Source: an optimization exercise on an open RTL-to-GDS flow (aim: small area, a short achievable clock period and few clock cycles). Production flows keep margins and buffers that such runs may drop.
In this exercise RTL edits were held to simulation tests only and were not proved equivalent to the original.
Power is estimated from default activity; no workload was simulated.

==> inputs of 06-25 <==
==> flow/design.v (excerpt) <==
module mycpu_top (
    input            clk,
    input            resetn,
    input  [5:0]     ext_int,
    output           inst_sram_en,
    output  [3:0]    inst_sram_wen,
    output  [31:0]   inst_sram_addr,
    output  [31:0]   inst_sram_wdata,
    input   [31:0]   inst_sram_rdata,
    output           data_sram_en,
    output  [3:0]    data_sram_wen,
    output  [31:0]   data_sram_addr,
    output  [31:0]   data_sram_wdata,
    input   [31:0]   data_sram_rdata,
    output  [31:0]   debug_wb_pc,
    output  [3:0]    debug_wb_rf_wen,
    output  [4:0]    debug_wb_rf_wnum,
    output  [31:0]   debug_wb_rf_wdata
);
Settings: LEC_CHECK=0, ABC_AREA=1, CAP_MARGIN=20, CORE_MARGIN=2, CORE_UTILIZATION=40, CTS_CLUSTER_DIAMETER=70, CTS_CLUSTER_SIZE=25, SLEW_MARGIN=20; clock period 25.0 ns.
standard.sh (not shown) runs the stock make flow with config.mk's settings and CLKGATE_MAP_FILE= SYNTH_SCRIPT=/design/flow/synth_recipe.tcl, a recipe that flattens the netlist after the stock synthesis.
==> flow/flow/run.sh <==
#!/bin/bash
# Own layout flow: the standard ORFS flow (standard.sh, unchanged scripts,
# standard synthesis), with the timing repair steps asked to keep every path
# 19 ns inside the 25 ns clock so that they shorten the critical paths.
# The clock, the SDC and the I/O constraints are the standard flow's, unchanged.
# make's full output goes to orfs_flow.log; ORFS keeps each step's log under
# orfs/logs/.
set -uo pipefail
bash standard.sh SETUP_SLACK_MARGIN=19 TNS_END_PERCENT=100 finish > orfs_flow.log 2>&1
status=$?
exit $status
==> inputs of 05-02, as changes to 06-25 <==
--- a/flow/design.v
+++ b/flow/design.v
@@ -74,33 +74,25 @@
         csa[42:0]  = x ^ y ^ z;
         csa[85:43] = {(x[41:0] & y[41:0]) | (x[41:0] & z[41:0]) | (y[41:0] & z[41:0]), 1'b0};
     end
 endfunction
 wire [85:0] m_l1a = csa(m_rows[0], m_rows[1], m_rows[2]);
 wire [85:0] m_l1b = csa(m_rows[3], m_ac, m_x);
 wire [85:0] m_l2  = csa(m_l1a[42:0], m_l1a[85:43], m_l1b[42:0]);
 wire [85:0] m_l3  = csa(m_l2[42:0], m_l2[85:43], m_l1b[85:43]);
-function [42:0] ks43;
-    input [42:0] x, y;
-    reg   [42:0] g, p;
-    integer i, d;
-    begin
-        g = x & y;
-        p = x ^ y;
-        for (d = 1; d < 43; d = d * 2)
-            for (i = 42; i >= 1; i = i - 1)
-                if (i >= d) begin
-                    g[i] = g[i] | (p[i] & g[i-d]);
-                    p[i] = p[i] & p[i-d];
-                end
-        ks43 = (x ^ y) ^ {g[41:0], 1'b0};
-    end
-endfunction
-wire [42:0] m_sum = ks43(m_l3[42:0], m_l3[85:43]);
+wire [42:0] m_ps  = m_l3[42:0];
+wire [42:0] m_pc  = m_l3[85:43];
+wire [8:0]  m_s0  = {1'b0, m_ps[7:0]} + {1'b0, m_pc[7:0]};
+wire [16:0] m_s1a = {1'b0, m_ps[23:8]} + {1'b0, m_pc[23:8]};
+wire [16:0] m_s1b = {1'b0, m_ps[23:8]} + {1'b0, m_pc[23:8]} + 17'd1;
+wire [16:0] m_s1  = m_s0[8] ? m_s1b : m_s1a;
+wire [18:0] m_s2a = m_ps[42:24] + m_pc[42:24];
+wire [18:0] m_s2b = m_ps[42:24] + m_pc[42:24] + 19'd1;
+wire [42:0] m_sum = {m_s1[16] ? m_s2b : m_s2a, m_s1[15:0], m_s0[7:0]};
 wire        sA   = sgn & a[31];
 wire        sB   = sgn & b[31];
 wire [31:0] a1   = a ^ {32{sA}};
 wire [31:0] b1   = b ^ {32{sB}};
 wire [31:0] absA = a1 + {31'd0, sA};
 wire [7:0] n_raw = {2'b00, la} + {7'd0, sA} + 8'd1 - {2'b00, lb};
 wire [5:0] n     = n_raw[7] ? 6'd0 : ((n_raw[6:0] > 7'd32) ? 6'd32 : n_raw[5:0]);
 wire [4:0]  shn  = 5'd0 - n[4:0];               
@@ -109,25 +101,24 @@
 wire [33:0] dsum  = {1'b0, trial} + {1'b0, dreg} + {33'd0, cin_d};
 wire        fits  = dsum[33];
 assign busy = (st != IDLE);
 assign fin  = ((st == MUL) && (cnt == 6'd1)) ||
               ((st == DIV) && (cnt == 6'd1) && !(qneg | rneg)) ||
               (st == FIX);
 wire [31:0] d_hi = fits ? dsum[31:0] : trial[31:0];
 wire [31:0] d_lo = {lo[30:0], fits};
-wire        m_sel = first_mul | (st == MUL);
-wire [31:0] hi_o  = first_div ? ((n != 6'd0) ? sh[63:32] : a) :
-                    (st == DIV) ? d_hi :
-                    (st == FIX) ? (~hi + 32'd1) : wdata;
-wire [31:0] lo_o  = first_div ? ((n != 6'd0) ? sh[31:0] : 32'd0) :
-                    (st == DIV) ? d_lo :
-                    (st == FIX) ? (~lo + 32'd1) : wdata;
-wire [31:0] hi_n  = m_sel ? m_sum[39:8] : hi_o;
-wire [31:0] lo_n  = m_sel ? {m_sum[7:0], m_lsrc[31:8]} : lo_o;
+wire [31:0] hi_n = (first_mul | (st == MUL)) ? m_sum[39:8] :
+                   first_div ? ((n != 6'd0) ? sh[63:32] : a) :
+                   (st == DIV) ? d_hi :
+                   (st == FIX) ? (~hi + 32'd1) : wdata;
+wire [31:0] lo_n = (first_mul | (st == MUL)) ? {m_sum[7:0], m_lsrc[31:8]} :
+                   first_div ? ((n != 6'd0) ? sh[31:0] : 32'd0) :
+                   (st == DIV) ? d_lo :
+                   (st == FIX) ? (~lo + 32'd1) : wdata;
 wire        hi_en = start_mul | start_div | (st == MUL) | (st == DIV) | ((st == FIX) & rneg) | wr_hi;
 wire        lo_en = start_mul | start_div | (st == MUL) | (st == DIV) | ((st == FIX) & qneg) | wr_lo;
 always @(posedge clk) begin
     if (hi_en) hi <= hi_n;
     if (lo_en) lo <= lo_n;
     if (first_mul | (st == MUL))
         hx    <= m_sum[40];
     if (ld_mcand) begin
@@ -210,18 +201,16 @@
 reg         e_v;
 reg  [29:0] pc_e;
 reg  [31:0] e_a, e_b;
 reg         e_lateA, e_lateB;
 reg  [3:0]  e_op;
 reg         e_we;
 reg  [4:0]  e_rd;
 reg         e_ovf;
-reg         e_ost;      
-reg         e_mf0;      
 reg         e_exc;
 reg  [4:0]  e_code;
 reg         e_eret;
 reg         e_load;
 reg  [2:0]  e_lt;        
 reg         e_mul, e_div, e_sgn;
 reg  [5:0]  e_la, e_lb;    
 reg         e_mthi, e_mtlo;
@@ -236,17 +225,16 @@
 reg  [29:0] pc_m;
 reg  [31:0] m_res;
 reg         m_we;
 reg  [4:0]  m_rd;
 reg         m_load;
 reg  [2:0]  m_lt;
 reg  [1:0]  m_off;
 reg         m_exc;
-reg         m_exx;      
 reg         m_eret;
 reg         w_we;
 reg  [29:0] pc_w;
 reg  [31:0] w_val;
 reg  [4:0]  w_rd;
 reg  [31:0] rf [1:31];
 reg  [7:0]  c_im;
 reg         c_exl, c_ie;
@@ -256,17 +244,17 @@
 reg  [4:0]  c_code;
 reg  [31:0] c_epc;
 reg  [31:0] c_bad;
 wire [31:0] w_res  = w_val;
 wire [15:0] m_half = m_off[1] ? data_sram_rdata[31:16] : data_sram_rdata[15:0];
 wire [7:0]  m_byte = m_off[0] ? m_half[15:8] : m_half[7:0];
 wire [31:0] m_ld   = m_lt[2] ? {{24{m_lt[0] & m_byte[7]}}, m_byte} :
                      m_lt[1] ? {{16{m_lt[0] & m_half[15]}}, m_half} : data_sram_rdata;
-wire        m_flush = m_v & m_exc;                
+wire        m_flush = m_v & m_exc;
 wire [29:0] m_tgt   = m_eret ? c_epc[31:2] : 30'h2FF000E0;    
 wire [31:0] ea = e_lateA ? w_val : e_a;
 wire [31:0] eb = e_lateB ? w_val : e_b;
 wire        e_sub  = (e_op == A_SUB) | (e_op == A_SLT) | (e_op == A_SLTU);
 wire [32:0] e_sum  = {1'b0, ea} + {1'b0, eb ^ {32{e_sub}}} + {32'd0, e_sub};
 wire        e_lt_s = (ea[31] ^ eb[31]) ? ea[31] : e_sum[31];
 wire        e_lt_u = ~e_sum[32];
 wire        e_of   = (ea[31] == (eb[31] ^ e_sub)) & (e_sum[31] != ea[31]);
@@ -325,18 +313,16 @@
     .first_mul(e_mul), .first_div(e_div),
     .start_mul(e_mul & ~m_flush), .start_div(e_div & ~m_flush), .sgn(e_sgn),
     .a(e_a), .b(e_b), .la(e_la), .lb(e_lb),
     .ld_mcand(d_go & (f_mult | f_multu) & d_valid), .mcand({f_mult & fw_s[31], fw_s}),
     .bd_in(bdec({fw_t[7:0], 1'b0})),
     .wr_hi(e_live & e_mthi), .wr_lo(e_live & e_mtlo), .wdata(e_sum[31:0]),
     .hi(hi), .lo(lo), .busy(mdu_busy), .fin(mdu_fin)
 );
-reg  [1:0]  wst;       
-wire        wact   = (wst != 2'd0);
 wire [5:0]  op = ir[31:26];
 wire [4:0]  rs = ir[25:21];
 wire [4:0]  rt = ir[20:16];
 wire [4:0]  rdf = ir[15:11];
 wire [5:0]  fn = ir[5:0];
 wire [15:0] imm = ir[15:0];
 wire o_r    = op == 6'h00;
 wire o_rim  = op == 6'h01;
@@ -447,17 +433,17 @@
 wire hz_s = (use_rs_e | use_rs_b | use_rs_a) & e_hit_s & e_load |
             (use_rs_b | use_rs_a | d_muldiv) & late_s |
             use_rs_a & e_hit_s;
 wire hz_t = (use_rt_e | use_rt_b) & e_hit_t & e_load |
             (use_rt_b | d_muldiv) & late_t;
 wire d_hilo = f_mfhi | f_mflo | f_mthi | f_mtlo | d_muldiv;
 wire hz_md  = d_hilo & (e_mul | e_div | (mdu_busy & ~mdu_fin));
 wire stall_d = d_v & (hz_s | hz_t | hz_md);
-wire d_go    = d_v & ~stall_d & ~m_flush & ~wact;     
+wire d_go    = d_v & ~stall_d & ~m_flush;     
 wire [29:0] pc_d1 = pc_d + 30'd1;
 wire [29:0] pc_d2 = pc_d + 30'd2;
 wire [29:0] br_tgt = pc_d1 + {{14{imm[15]}}, imm};
 wire        eq    = (fw_s == fw_t);
 wire        ltz   = fw_s[31];
 wire        eqz   = (fw_s == 32'd0);
 wire        taken = (o_beq & eq) | (o_bne & ~eq) | (o_blez & (ltz | eqz)) |
                     (o_bgtz & ~(ltz | eqz)) | (rim_ok & (ltz ^ rt[0])) |
@@ -509,46 +495,30 @@
                   o_lui ? {imm, 16'd0} :
                   (o_andi | o_ori | o_xori) ? {16'd0, imm} :
                   i_alu ? {{16{imm[15]}}, imm} : fw_t;
 wire d_lateA = late_s & ~r_shi & ~o_lui & ~d_link;
 wire d_lateB = late_t & ~d_link & ~o_lui & ~i_alu;
 wire [1:0] d_cp0r = (rdf == 5'd8) ? 2'd0 : (rdf == 5'd12) ? 2'd1 : (rdf == 5'd13) ? 2'd2 : 2'd3;
 wire       d_cp0z = ~(((rdf == 5'd8) | (rdf == 5'd12) | (rdf == 5'd13) | (rdf == 5'd14)) &
                       (ir[2:0] == 3'd0));
-wire        w_cons = wact & d_v;
-wire        w_i1ok = c_mfc0 & (rt != 5'd0) & ~ostall;
-wire        w_hit  = ((wst == 2'd3) & cb & oim) | ((wst == 2'd2) & cb & ostall);
-wire        w_fire = w_cons & (((wst == 2'd1) & ~w_i1ok) | ((wst == 2'd2) & ostall) | (wst == 2'd3));
-wire        e_i1ok = e_mf0 & ~e_ost;
-wire        w_enter = m_flush & m_exx & ~(e_v & ~e_i1ok);
-wire        fe_go  = (m_flush & ~w_enter) | w_fire;    
-wire [29:0] fe_tgt = ~w_fire ? m_tgt : w_hit ? pc_d1 : 30'h2FF000E0;
-always @(posedge clk) begin
-    if (!rstn | fe_go)
-        wst <= 2'd0;
-    else if (w_enter)
-        wst <= (e_v & e_i1ok) ? 2'd2 : 2'd1;
-    else if (w_cons)
-        wst <= wst + 2'd1;
-end
-wire d_take   = ~d_v | d_go | w_cons;             
+wire d_take   = ~d_v | ~stall_d;                  
 wire arr_take = fv & (d_take | ~ib_v);            
 wire acc_now  = acc_a | (held & arr_take);
 wire ds_have  = ib_v | fv;                        
 always @(posedge clk) begin
     if (!rstn) begin
         pc_f  <= 30'h2FF00000;                    
         fv    <= 1'b0;
         held  <= 1'b0;
         acc_a <= 1'b0;
         ib_v  <= 1'b0;
         d_v   <= 1'b0;
-    end else if (fe_go | fl) begin
-        pc_f  <= fe_go ? fe_tgt : fl_tgt;
+    end else if (m_flush | fl) begin
+        pc_f  <= m_flush ? m_tgt : fl_tgt;
         fv    <= 1'b0;
         held  <= 1'b0;
         acc_a <= 1'b0;
         ib_v  <= 1'b0;
         d_v   <= 1'b0;
     end else begin
         if (d_take) begin
             if (ib_v) begin
@@ -568,39 +538,39 @@
             ib_pc <= pc_prev;
             ib_v  <= fv;
         end
         if (redir) begin
             pc_f  <= d_tgt;
             held  <= 1'b0;
             acc_a <= 1'b0;
             fv    <= ~ds_have;
-        end else if (d_v & ~d_take) begin
+        end else if (stall_d) begin
             held  <= 1'b1;
             acc_a <= acc_now;
             fv    <= ~acc_now;
         end else begin
             pc_f  <= pc_f + 30'd1;
             held  <= 1'b0;
             acc_a <= 1'b0;
             fv    <= ~acc_now;
         end
     end
     pc_prev <= pc_f;
 end
 wire [1:0] d_kind = (d_ld & (rt != 5'd0)) ? 2'd1 :
                     (c_mfc0 & (rt != 5'd0)) ? 2'd2 :
                     ((o_jal | (o_rim & rt[4] & rim_ok) | f_jalr) & (d_dst != 5'd0)) ? 2'd3 : 2'd0;
 always @(posedge clk) begin
-    if (!rstn | fe_go) begin
+    if (!rstn | m_flush) begin
         sh1_k   <= 2'd0;
         sh2_k   <= 2'd0;
         ds_pend <= 1'b0;
         def_v   <= 1'b0;
-    end else if (d_go | w_cons) begin
+    end else if (d_go) begin
         if (cbim) begin
             sh1_k  <= 2'd0;
             sh2_k  <= d_kind;
             sh2_rd <= d_dst;
         end else begin
             sh1_k  <= d_kind;
             sh1_rd <= d_dst;
             sh2_k  <= ostall ? 2'd0 : sh1_k;
@@ -645,18 +615,16 @@
     e_a     <= d_a;
     e_b     <= d_b;
     e_lateA <= d_lateA;
     e_lateB <= d_lateB;
     e_op    <= d_op;
     e_we    <= d_wr & ~d_exc & ~d_eret;
     e_rd    <= d_dst;
     e_ovf   <= f_add | f_sub | o_addi;
-    e_ost   <= ostall;
-    e_mf0   <= c_mfc0 & (rt != 5'd0);
     e_exc   <= d_exc;
     e_code  <= d_code;
     e_eret  <= d_eret;
     e_load  <= d_ld;
     e_lt    <= {o_lb | o_lbu, o_lh | o_lhu, o_lb | o_lh};
     e_mul   <= d_go & (f_mult | f_multu) & d_valid;
     e_div   <= d_go & (f_div | f_divu) & d_valid;
     e_sgn   <= f_mult | f_div;
@@ -680,17 +648,16 @@
     pc_m   <= pc_e;
     m_res  <= e_res;
     m_we   <= e_we & ~e_excnow;
     m_rd   <= e_rd;
     m_load <= e_load;
     m_lt   <= e_lt;
     m_off  <= dm_addr[1:0];
     m_exc  <= e_excnow | e_eret;
-    m_exx  <= e_excnow & (~e_exc | (e_code == 5'h04) | (e_code == 5'h05));
     m_eret <= e_eret;
 end
 always @(posedge clk) begin
     if (!rstn) begin
         c_im   <= 8'd0;
         c_exl  <= 1'b0;
         c_ie   <= 1'b0;
         c_ti   <= 1'b0;
==> flow/flow/run.sh (replaced) <==
#!/bin/bash
# Own layout flow: the standard ORFS flow (standard.sh, unchanged scripts,
# standard synthesis), with the timing repair steps asked to keep every path
# 18.5 ns inside the 25 ns clock so that they shorten the critical paths.
# The clock, the SDC and the I/O constraints are the standard flow's, unchanged.
# make's full output goes to orfs_flow.log; ORFS keeps each step's log under
# orfs/logs/.
set -uo pipefail
bash standard.sh SETUP_SLACK_MARGIN=18.5 TNS_END_PERCENT=100 finish > orfs_flow.log 2>&1
status=$?
exit $status
==> flow/config.mk (replaced) <==
export PLATFORM = sky130hd
export DESIGN_NAME = mycpu_top
export DESIGN_NICKNAME = mycpu_top
export VERILOG_FILES = /design/flow/design.v
export SDC_FILE = /design/flow/constraint.sdc
export NUM_CORES = 8
export LEC_CHECK = 0
export CAP_MARGIN = 20
export CORE_MARGIN = 2
export CORE_UTILIZATION = 45
export CTS_CLUSTER_DIAMETER = 70
export CTS_CLUSTER_SIZE = 25
export SLEW_MARGIN = 20
==> inputs of 06-01, as changes to 06-25 <==
--- a/flow/design.v
+++ b/flow/design.v
@@ -210,18 +210,16 @@
 reg         e_v;
 reg  [29:0] pc_e;
 reg  [31:0] e_a, e_b;
 reg         e_lateA, e_lateB;
 reg  [3:0]  e_op;
 reg         e_we;
 reg  [4:0]  e_rd;
 reg         e_ovf;
-reg         e_ost;      
-reg         e_mf0;      
 reg         e_exc;
 reg  [4:0]  e_code;
 reg         e_eret;
 reg         e_load;
 reg  [2:0]  e_lt;        
 reg         e_mul, e_div, e_sgn;
 reg  [5:0]  e_la, e_lb;    
 reg         e_mthi, e_mtlo;
@@ -236,17 +234,16 @@
 reg  [29:0] pc_m;
 reg  [31:0] m_res;
 reg         m_we;
 reg  [4:0]  m_rd;
 reg         m_load;
 reg  [2:0]  m_lt;
 reg  [1:0]  m_off;
 reg         m_exc;
-reg         m_exx;      
 reg         m_eret;
 reg         w_we;
 reg  [29:0] pc_w;
 reg  [31:0] w_val;
 reg  [4:0]  w_rd;
 reg  [31:0] rf [1:31];
 reg  [7:0]  c_im;
 reg         c_exl, c_ie;
@@ -256,17 +253,17 @@
 reg  [4:0]  c_code;
 reg  [31:0] c_epc;
 reg  [31:0] c_bad;
 wire [31:0] w_res  = w_val;
 wire [15:0] m_half = m_off[1] ? data_sram_rdata[31:16] : data_sram_rdata[15:0];
 wire [7:0]  m_byte = m_off[0] ? m_half[15:8] : m_half[7:0];
 wire [31:0] m_ld   = m_lt[2] ? {{24{m_lt[0] & m_byte[7]}}, m_byte} :
                      m_lt[1] ? {{16{m_lt[0] & m_half[15]}}, m_half} : data_sram_rdata;
-wire        m_flush = m_v & m_exc;                
+wire        m_flush = m_v & m_exc;
 wire [29:0] m_tgt   = m_eret ? c_epc[31:2] : 30'h2FF000E0;    
 wire [31:0] ea = e_lateA ? w_val : e_a;
 wire [31:0] eb = e_lateB ? w_val : e_b;
 wire        e_sub  = (e_op == A_SUB) | (e_op == A_SLT) | (e_op == A_SLTU);
 wire [32:0] e_sum  = {1'b0, ea} + {1'b0, eb ^ {32{e_sub}}} + {32'd0, e_sub};
 wire        e_lt_s = (ea[31] ^ eb[31]) ? ea[31] : e_sum[31];
 wire        e_lt_u = ~e_sum[32];
 wire        e_of   = (ea[31] == (eb[31] ^ e_sub)) & (e_sum[31] != ea[31]);
@@ -325,18 +322,16 @@
     .first_mul(e_mul), .first_div(e_div),
     .start_mul(e_mul & ~m_flush), .start_div(e_div & ~m_flush), .sgn(e_sgn),
     .a(e_a), .b(e_b), .la(e_la), .lb(e_lb),
     .ld_mcand(d_go & (f_mult | f_multu) & d_valid), .mcand({f_mult & fw_s[31], fw_s}),
     .bd_in(bdec({fw_t[7:0], 1'b0})),
     .wr_hi(e_live & e_mthi), .wr_lo(e_live & e_mtlo), .wdata(e_sum[31:0]),
     .hi(hi), .lo(lo), .busy(mdu_busy), .fin(mdu_fin)
 );
-reg  [1:0]  wst;       
-wire        wact   = (wst != 2'd0);
 wire [5:0]  op = ir[31:26];
 wire [4:0]  rs = ir[25:21];
 wire [4:0]  rt = ir[20:16];
 wire [4:0]  rdf = ir[15:11];
 wire [5:0]  fn = ir[5:0];
 wire [15:0] imm = ir[15:0];
 wire o_r    = op == 6'h00;
 wire o_rim  = op == 6'h01;
@@ -447,17 +442,17 @@
 wire hz_s = (use_rs_e | use_rs_b | use_rs_a) & e_hit_s & e_load |
             (use_rs_b | use_rs_a | d_muldiv) & late_s |
             use_rs_a & e_hit_s;
 wire hz_t = (use_rt_e | use_rt_b) & e_hit_t & e_load |
             (use_rt_b | d_muldiv) & late_t;
 wire d_hilo = f_mfhi | f_mflo | f_mthi | f_mtlo | d_muldiv;
 wire hz_md  = d_hilo & (e_mul | e_div | (mdu_busy & ~mdu_fin));
 wire stall_d = d_v & (hz_s | hz_t | hz_md);
-wire d_go    = d_v & ~stall_d & ~m_flush & ~wact;     
+wire d_go    = d_v & ~stall_d & ~m_flush;     
 wire [29:0] pc_d1 = pc_d + 30'd1;
 wire [29:0] pc_d2 = pc_d + 30'd2;
 wire [29:0] br_tgt = pc_d1 + {{14{imm[15]}}, imm};
 wire        eq    = (fw_s == fw_t);
 wire        ltz   = fw_s[31];
 wire        eqz   = (fw_s == 32'd0);
 wire        taken = (o_beq & eq) | (o_bne & ~eq) | (o_blez & (ltz | eqz)) |
                     (o_bgtz & ~(ltz | eqz)) | (rim_ok & (ltz ^ rt[0])) |
@@ -509,46 +504,30 @@
                   o_lui ? {imm, 16'd0} :
                   (o_andi | o_ori | o_xori) ? {16'd0, imm} :
                   i_alu ? {{16{imm[15]}}, imm} : fw_t;
 wire d_lateA = late_s & ~r_shi & ~o_lui & ~d_link;
 wire d_lateB = late_t & ~d_link & ~o_lui & ~i_alu;
 wire [1:0] d_cp0r = (rdf == 5'd8) ? 2'd0 : (rdf == 5'd12) ? 2'd1 : (rdf == 5'd13) ? 2'd2 : 2'd3;
 wire       d_cp0z = ~(((rdf == 5'd8) | (rdf == 5'd12) | (rdf == 5'd13) | (rdf == 5'd14)) &
                       (ir[2:0] == 3'd0));
-wire        w_cons = wact & d_v;
-wire        w_i1ok = c_mfc0 & (rt != 5'd0) & ~ostall;
-wire        w_hit  = ((wst == 2'd3) & cb & oim) | ((wst == 2'd2) & cb & ostall);
-wire        w_fire = w_cons & (((wst == 2'd1) & ~w_i1ok) | ((wst == 2'd2) & ostall) | (wst == 2'd3));
-wire        e_i1ok = e_mf0 & ~e_ost;
-wire        w_enter = m_flush & m_exx & ~(e_v & ~e_i1ok);
-wire        fe_go  = (m_flush & ~w_enter) | w_fire;    
-wire [29:0] fe_tgt = ~w_fire ? m_tgt : w_hit ? pc_d1 : 30'h2FF000E0;
-always @(posedge clk) begin
-    if (!rstn | fe_go)
-        wst <= 2'd0;
-    else if (w_enter)
-        wst <= (e_v & e_i1ok) ? 2'd2 : 2'd1;
-    else if (w_cons)
-        wst <= wst + 2'd1;
-end
-wire d_take   = ~d_v | d_go | w_cons;             
+wire d_take   = ~d_v | ~stall_d;                  
 wire arr_take = fv & (d_take | ~ib_v);            
 wire acc_now  = acc_a | (held & arr_take);
 wire ds_have  = ib_v | fv;                        
 always @(posedge clk) begin
     if (!rstn) begin
         pc_f  <= 30'h2FF00000;                    
         fv    <= 1'b0;
         held  <= 1'b0;
         acc_a <= 1'b0;
         ib_v  <= 1'b0;
         d_v   <= 1'b0;
-    end else if (fe_go | fl) begin
-        pc_f  <= fe_go ? fe_tgt : fl_tgt;
+    end else if (m_flush | fl) begin
+        pc_f  <= m_flush ? m_tgt : fl_tgt;
         fv    <= 1'b0;
         held  <= 1'b0;
         acc_a <= 1'b0;
         ib_v  <= 1'b0;
         d_v   <= 1'b0;
     end else begin
         if (d_take) begin
             if (ib_v) begin
@@ -568,39 +547,39 @@
             ib_pc <= pc_prev;
             ib_v  <= fv;
         end
         if (redir) begin
             pc_f  <= d_tgt;
             held  <= 1'b0;
             acc_a <= 1'b0;
             fv    <= ~ds_have;
-        end else if (d_v & ~d_take) begin
+        end else if (stall_d) begin
             held  <= 1'b1;
             acc_a <= acc_now;
             fv    <= ~acc_now;
         end else begin
             pc_f  <= pc_f + 30'd1;
             held  <= 1'b0;
             acc_a <= 1'b0;
             fv    <= ~acc_now;
         end
     end
     pc_prev <= pc_f;
 end
 wire [1:0] d_kind = (d_ld & (rt != 5'd0)) ? 2'd1 :
                     (c_mfc0 & (rt != 5'd0)) ? 2'd2 :
                     ((o_jal | (o_rim & rt[4] & rim_ok) | f_jalr) & (d_dst != 5'd0)) ? 2'd3 : 2'd0;
 always @(posedge clk) begin
-    if (!rstn | fe_go) begin
+    if (!rstn | m_flush) begin
         sh1_k   <= 2'd0;
         sh2_k   <= 2'd0;
         ds_pend <= 1'b0;
         def_v   <= 1'b0;
-    end else if (d_go | w_cons) begin
+    end else if (d_go) begin
         if (cbim) begin
             sh1_k  <= 2'd0;
             sh2_k  <= d_kind;
             sh2_rd <= d_dst;
         end else begin
             sh1_k  <= d_kind;
             sh1_rd <= d_dst;
             sh2_k  <= ostall ? 2'd0 : sh1_k;
@@ -645,18 +624,16 @@
     e_a     <= d_a;
     e_b     <= d_b;
     e_lateA <= d_lateA;
     e_lateB <= d_lateB;
     e_op    <= d_op;
     e_we    <= d_wr & ~d_exc & ~d_eret;
     e_rd    <= d_dst;
     e_ovf   <= f_add | f_sub | o_addi;
-    e_ost   <= ostall;
-    e_mf0   <= c_mfc0 & (rt != 5'd0);
     e_exc   <= d_exc;
     e_code  <= d_code;
     e_eret  <= d_eret;
     e_load  <= d_ld;
     e_lt    <= {o_lb | o_lbu, o_lh | o_lhu, o_lb | o_lh};
     e_mul   <= d_go & (f_mult | f_multu) & d_valid;
     e_div   <= d_go & (f_div | f_divu) & d_valid;
     e_sgn   <= f_mult | f_div;
@@ -680,17 +657,16 @@
     pc_m   <= pc_e;
     m_res  <= e_res;
     m_we   <= e_we & ~e_excnow;
     m_rd   <= e_rd;
     m_load <= e_load;
     m_lt   <= e_lt;
     m_off  <= dm_addr[1:0];
     m_exc  <= e_excnow | e_eret;
-    m_exx  <= e_excnow & (~e_exc | (e_code == 5'h04) | (e_code == 5'h05));
     m_eret <= e_eret;
 end
 always @(posedge clk) begin
     if (!rstn) begin
         c_im   <= 8'd0;
         c_exl  <= 1'b0;
         c_ie   <= 1'b0;
         c_ti   <= 1'b0;
--- a/flow/config.mk
+++ b/flow/config.mk
@@ -6,9 +6,10 @@
 export NUM_CORES = 8
 export LEC_CHECK = 0
 export ABC_AREA = 1
 export CAP_MARGIN = 20
 export CORE_MARGIN = 2
 export CORE_UTILIZATION = 40
 export CTS_CLUSTER_DIAMETER = 70
 export CTS_CLUSTER_SIZE = 25
+export PLACE_DENSITY = 0.5
 export SLEW_MARGIN = 20
==> comparison <==
Combinational power, highest first: 06-25, 05-02, 06-01.
First-iteration DRC count: 06-25 > 06-01 > 05-02.
Synthesized cell count, highest first: 06-25, 06-01, 05-02.
Via count, lowest first: 05-02, 06-01, 06-25.
The highest maximum frequency belongs to 06-25, the lowest to 05-02.
Testbench counts of 06-25, summed over its fixed seeds: cycles 32,638.
Testbench counts of 05-02, summed over its fixed seeds: cycles 32,638.
Testbench counts of 06-01, summed over its fixed seeds: cycles 32,638.

separate check: timing with driven ports:
Ports are ideal in the flow. The routed layouts listed here were re-timed in OpenROAD. Step 1 sets driving cells, clkbuf_16 on the clock port and buf_2 on the other inputs (assumed; they add their load-dependent delay and slew). Step 2 also shifts input and output timing later by t, the mid clock arrival at the registers, as if the neighbouring blocks saw the same clock. a / b / c = no drivers / after step 1 / after step 2; a / b = the first two.
run	t, ns	slack for setup (ns)	worst hold slack (ns)	slew at the worst register clock pin (ns)
06-25	0.942	18.454 / 18.353 / 18.127	0.325 / 0.325 / 0.325	0.10 / 0.10
05-02	0.958	17.643 / 17.643 / 17.630	0.321 / 0.321 / 0.321	0.10 / 0.10
06-01	0.970	18.389 / 18.279 / 18.115	0.314 / 0.314 / 0.314	0.10 / 0.10
After both steps setup and hold are still met in every run listed. The setup slack of 06-25, which loses most, moves by -0.101 ns with the drivers and by -0.327 ns with both steps.
